Background: an optimization exercise with open tools, aiming at small area and a short achievable clock period. Do not read the settings as production practice. Function was checked by simulation only, so behaviour that the tests miss may differ from the original. Power and IR drop assume default switching activity.

Setup of run A:
==> flow/design.v (excerpt) <==
module calc_top (
   input              clk,
   input              rst,
   input      [15:0]  data_x,
   input      [1:0]   KEY,
   input      [6:0]   SW,
   output     [7:0]   HEX0,
   output     [7:0]   HEX1,
   output     [7:0]   HEX2,
   output     [7:0]   HEX3,
   output     [7:0]   HEX4,
   output     [7:0]   HEX5,
   output     [1:0]   LEDR
   );
reg [6:0] cnt;
wire strobe = (cnt == 7'd46);
always @(posedge clk)
   cnt <= rst ? 7'd0 : {cnt[5:0], cnt[6] ^ cnt[5] ^ (cnt[5:0] == 6'd0)};
reg [13:0] n1;                  
reg [14*15-1:0] ring;           
reg [3:0]  q;                   
reg        pend;                
reg        acc;                 
reg [13:0] sa;                  
reg [11:0] sb;                  
reg [9:0]  f2, f4, f16;         
wire q_first = (q == 4'b0001);
wire q_last  = (q == 4'b1000);  
wire q_b     = (q == 4'b1110) | (q == 4'b1100) | q_last;    
wire ins = pend & q_first;
wire [13:0] tail = ring[14*15-1:14*14];
wire [13:0] sa_sum = sa + (strobe ? data_x[13:0] : acc ? tail : 14'd0);
  ...
For scale: about 77 I/O pins, roughly 12000 µm² of cells after synthesis.
==> flow/config.mk <==
export PLATFORM = sky130hd
export DESIGN_NAME = calc_top
export DESIGN_NICKNAME = calc_top
export VERILOG_FILES = /design/flow/design.v
export SDC_FILE = /design/flow/constraint.sdc
export NUM_CORES = 4
export LEC_CHECK = 0
export CAP_MARGIN = 20
export CORE_MARGIN = 2
export CORE_UTILIZATION = 70
export CTS_BUF_LIST = sky130_fd_sc_hd__clkbuf_8
export CTS_CLUSTER_DIAMETER = 40
export CTS_CLUSTER_SIZE = 16
export PLACE_DENSITY = 0.85
export SLEW_MARGIN = 20
==> flow/constraint.sdc <==
create_clock -name core_clock -period 28.0 [get_ports {clk}]
set_input_delay 5.6000 -clock core_clock [delete_from_list [all_inputs] [get_ports {clk}]]
set_output_delay 5.6000 -clock core_clock [all_outputs]
set_load 0.01 [all_outputs]
standard.sh (not shown) runs the stock make flow with config.mk's settings and CLKGATE_MAP_FILE= SYNTH_SCRIPT=/design/flow/synth_recipe.tcl, a recipe that flattens the netlist after the stock synthesis.
==> flow/flow/run.sh <==
#!/bin/bash
# Own layout flow: the standard synthesis, then the combinational logic
# between the registers is mapped again by ABC (the registers, their names
# and cell types stay as the standard synthesis made them), then the standard flow's
# standard layout steps from floorplan to finish, with timing repair aiming
# past zero slack and plain buffers on the ports.
set -euo pipefail
W=$(pwd)
R=$W/orfs/results/$FLOW_PLATFORM/calc_top/base
ABC_SCRIPT="+strash;dc2;b;dch,-f;map;topo;dnsize"
ABC_SCRIPT2="+strash;dch,-f;amap;topo;dnsize"
MARGIN=13
YOSYS=yosys
[[ -x $FLOW_HOME/../tools/install/yosys/bin/yosys ]] && YOSYS=$FLOW_HOME/../tools/install/yosys/bin/yosys

bash standard.sh synth > $W/std_synth.log 2>&1
cp $R/1_2_yosys.v $W/std_netlist.v

DONT_USE=$(make -s -C $FLOW_HOME DESIGN_CONFIG=$W/config.mk WORK_HOME=$W/orfs print-DONT_USE_CELLS | sed -n 's/^DONT_USE_CELLS: *//p' | tail -1)
LIB=$(make -s -C $FLOW_HOME DESIGN_CONFIG=$W/config.mk WORK_HOME=$W/orfs print-LIB_FILES | sed -n 's/^LIB_FILES: *//p' | tail -1)
export REMAP_IN=$W/std_netlist.v REMAP_OUT=$W/remap_netlist.v REMAP_LIB="$LIB" \
       REMAP_DONT_USE="$DONT_USE" REMAP_TOP=$FLOW_TOP REMAP_SCRIPT="$ABC_SCRIPT" \
       REMAP_SCRIPT2="$ABC_SCRIPT2"
$YOSYS -c $W/flow/remap.tcl > $W/remap.log 2>&1
cp $W/remap_netlist.v $R/1_2_yosys.v
rm -f $R/1_synth.odb $R/1_synth.sdc

bash standard.sh SETUP_SLACK_MARGIN=$MARGIN \
   BUFFER_PORTS_ARGS="-buffer_cell sky130_fd_sc_hd__buf_2" finish > $W/layout.log 2>&1
==> flow/flow/remap.tcl <==
# Map the standard synthesis's combinational logic again.  The cone that
# drives the outputs (the critical paths, from SW to HEX) is mapped for
# delay, the rest for area.  Registers are kept as black boxes, so their
# instances, names and cell types are untouched.
yosys -import
set lib [lindex $::env(REMAP_LIB) 0]
read_liberty -ignore_miss_func -ignore_miss_dir $lib
read_verilog $::env(REMAP_IN)
hierarchy -top $::env(REMAP_TOP)
setattr -mod -set blackbox 1 sky130_fd_sc_hd__*df*
flatten
opt_clean -purge
set du {}
foreach c $::env(REMAP_DONT_USE) { lappend du -dont_use $c }
select -set oc o:HEX* o:LEDR* %u %ci*:-sky130_fd_sc_hd__dfxtp_1:-sky130_fd_sc_hd__edfxtp_1
abc -liberty $lib {*}$du -script $::env(REMAP_SCRIPT) @oc
select -clear
abc -liberty $lib {*}$du -script $::env(REMAP_SCRIPT2)
opt_clean -purge
hilomap -singleton -hicell sky130_fd_sc_hd__conb_1 HI -locell sky130_fd_sc_hd__conb_1 LO
setundef -zero
splitnets
opt_clean -purge
insbuf -buf sky130_fd_sc_hd__buf_4 A X
read_liberty -lib -ignore_miss_func -ignore_miss_dir $lib
hierarchy -top $::env(REMAP_TOP)
tee -o remap_stat.txt stat -liberty $lib
check -assert
write_verilog -noattr -nohex -nodec $::env(REMAP_OUT)
--- input diff run A..run B ---
Settings: changing CORE_UTILIZATION from 70 to 65; changing PLACE_DENSITY from 0.85 to 0.8.
==> flow/flow/run.sh <==
#!/bin/bash
# Own layout flow: the standard synthesis, then the combinational logic
# between the registers is mapped again by ABC, the cone that drives the
# outputs for delay and the rest for area (the registers, their names and
# cell types stay as the standard synthesis made them), then the standard flow's
# standard layout steps from floorplan to finish, with timing repair aiming
# past zero slack and plain buffers on the ports.  Each tool's output goes
# to a log file of its own in the work folder.
set -euo pipefail
W=$(pwd)
R=$W/orfs/results/$FLOW_PLATFORM/calc_top/base
ABC_SCRIPT="+strash;dc2;b;dch,-f;map;topo;dnsize"
ABC_SCRIPT2="+strash;dch,-f;amap;topo;dnsize"
MARGIN=13
YOSYS=yosys
[[ -x $FLOW_HOME/../tools/install/yosys/bin/yosys ]] && YOSYS=$FLOW_HOME/../tools/install/yosys/bin/yosys

bash standard.sh synth > $W/std_synth.log 2>&1
cp $R/1_2_yosys.v $W/std_netlist.v

make -s -C $FLOW_HOME DESIGN_CONFIG=$W/config.mk WORK_HOME=$W/orfs \
   print-DONT_USE_CELLS print-LIB_FILES > $W/flow_vars.log 2>&1
DONT_USE=$(sed -n 's/^DONT_USE_CELLS: *//p' $W/flow_vars.log | tail -1)
LIB=$(sed -n 's/^LIB_FILES: *//p' $W/flow_vars.log | tail -1)
export REMAP_IN=$W/std_netlist.v REMAP_OUT=$W/remap_netlist.v REMAP_LIB="$LIB" \
       REMAP_DONT_USE="$DONT_USE" REMAP_TOP=$FLOW_TOP REMAP_SCRIPT="$ABC_SCRIPT" \
       REMAP_SCRIPT2="$ABC_SCRIPT2"
$YOSYS -c $W/flow/remap.tcl > $W/remap.log 2>&1
cp $W/remap_netlist.v $R/1_2_yosys.v
rm -f $R/1_synth.odb $R/1_synth.sdc

bash standard.sh SETUP_SLACK_MARGIN=$MARGIN \
   BUFFER_PORTS_ARGS="-buffer_cell sky130_fd_sc_hd__buf_2" finish > $W/layout.log 2>&1
- Taking run A over run B, the non-clock buffer count ratio works out to 0.889.
- Row final-layout non-clock buffer area share: run B higher / run A lower
- Critical path depth (lower): run A
- Die area deteriorates in run B relative to run A.
- Taking run A as the reference point, the area growth from synthesis to layout of run B falls by 0.18 points.
- Summary: with run A as the reference, wire length of the first global-routing pass in run B moved down by more than 10%.
Inputs modified between run B and run C:
==> flow/flow/run.sh <==
#!/bin/bash
# Own layout flow: the standard synthesis, then the combinational logic
# between the registers is mapped again by ABC (the registers, their names
# and cell types stay as the standard synthesis made them), then the standard flow's
# standard layout steps from floorplan to finish, with timing repair aiming
# past zero slack and plain buffers on the ports.
set -euo pipefail
W=$(pwd)
R=$W/orfs/results/$FLOW_PLATFORM/calc_top/base
ABC_SCRIPT="+strash;dc2;b;dch,-f;map;topo;dnsize"
ABC_SCRIPT2="+strash;dch,-f;amap;topo;dnsize"
MARGIN=12.7
YOSYS=yosys
[[ -x $FLOW_HOME/../tools/install/yosys/bin/yosys ]] && YOSYS=$FLOW_HOME/../tools/install/yosys/bin/yosys

bash standard.sh synth > $W/std_synth.log 2>&1
cp $R/1_2_yosys.v $W/std_netlist.v

DONT_USE=$(make -s -C $FLOW_HOME DESIGN_CONFIG=$W/config.mk WORK_HOME=$W/orfs print-DONT_USE_CELLS | sed -n 's/^DONT_USE_CELLS: *//p' | tail -1)
LIB=$(make -s -C $FLOW_HOME DESIGN_CONFIG=$W/config.mk WORK_HOME=$W/orfs print-LIB_FILES | sed -n 's/^LIB_FILES: *//p' | tail -1)
export REMAP_IN=$W/std_netlist.v REMAP_OUT=$W/remap_netlist.v REMAP_LIB="$LIB" \
       REMAP_DONT_USE="$DONT_USE" REMAP_TOP=$FLOW_TOP REMAP_SCRIPT="$ABC_SCRIPT" \
       REMAP_SCRIPT2="$ABC_SCRIPT2"
$YOSYS -c $W/flow/remap.tcl > $W/remap.log 2>&1
cp $W/remap_netlist.v $R/1_2_yosys.v
rm -f $R/1_synth.odb $R/1_synth.sdc

bash standard.sh SETUP_SLACK_MARGIN=$MARGIN \
   BUFFER_PORTS_ARGS="-buffer_cell sky130_fd_sc_hd__buf_2" finish > $W/layout.log 2>&1
Results
- Across both runs, clock network fraction of design power was higher for run C than for run B.
- Run B → run C: detailed-route wire length on metal 1 saw a decrease; post-detailed-routing wire length down about 2%.
- Shortest clock period the worst path allows after layout delta for run C relative to run B: 270 ps higher
- Compared with run B, run C shows a higher share of the cycle needed by the critical path after routing.
- Relative to run B, the number of setup buffers added after CTS of run C is lower by 3.
- Run B has higher met3 capacity usage during global routing than run C.
- On global-route wire length before repair, the lower figure sits with run C, not run B.

-- what the ideal ports hide --
Ports are ideal in the flow. The routed layouts listed here were re-timed in OpenROAD. Step 1 (the two cells are an assumption about what drives the block):
set clk [get_ports {clk}]
set_driving_cell -lib_cell sky130_fd_sc_hd__clkbuf_16 $clk
set_driving_cell -lib_cell sky130_fd_sc_hd__buf_2 [delete_from_list [all_inputs] $clk]
Step 2 moves the port delays by t, midway between the first and last clock arrival at a register: inputs arrive t later, outputs are due t later. That takes back most of the time a late clock gives input paths. Slacks: no drivers / after step 1 / after step 2; pairs: no drivers / after step 1.
run | shift t [ns] | setup slack, ns | worst hold slack (ns) | slew at the worst register clock pin (ns)
run A | 0.581 | 13.125 / 13.071 / 13.071 | 0.319 / 0.319 / 0.319 | 0.11 / 0.11
run B | 0.602 | 13.174 / 13.136 / 13.136 | 0.314 / 0.314 / 0.314 | 0.09 / 0.09
run C | 0.603 | 12.907 / 12.862 / 12.862 | 0.313 / 0.313 / 0.313 | 0.09 / 0.09
After both steps setup and hold are still met in every run listed. The setup slack of run A, which loses most, moves by -0.054 ns with the drivers and by -0.054 ns with both steps.
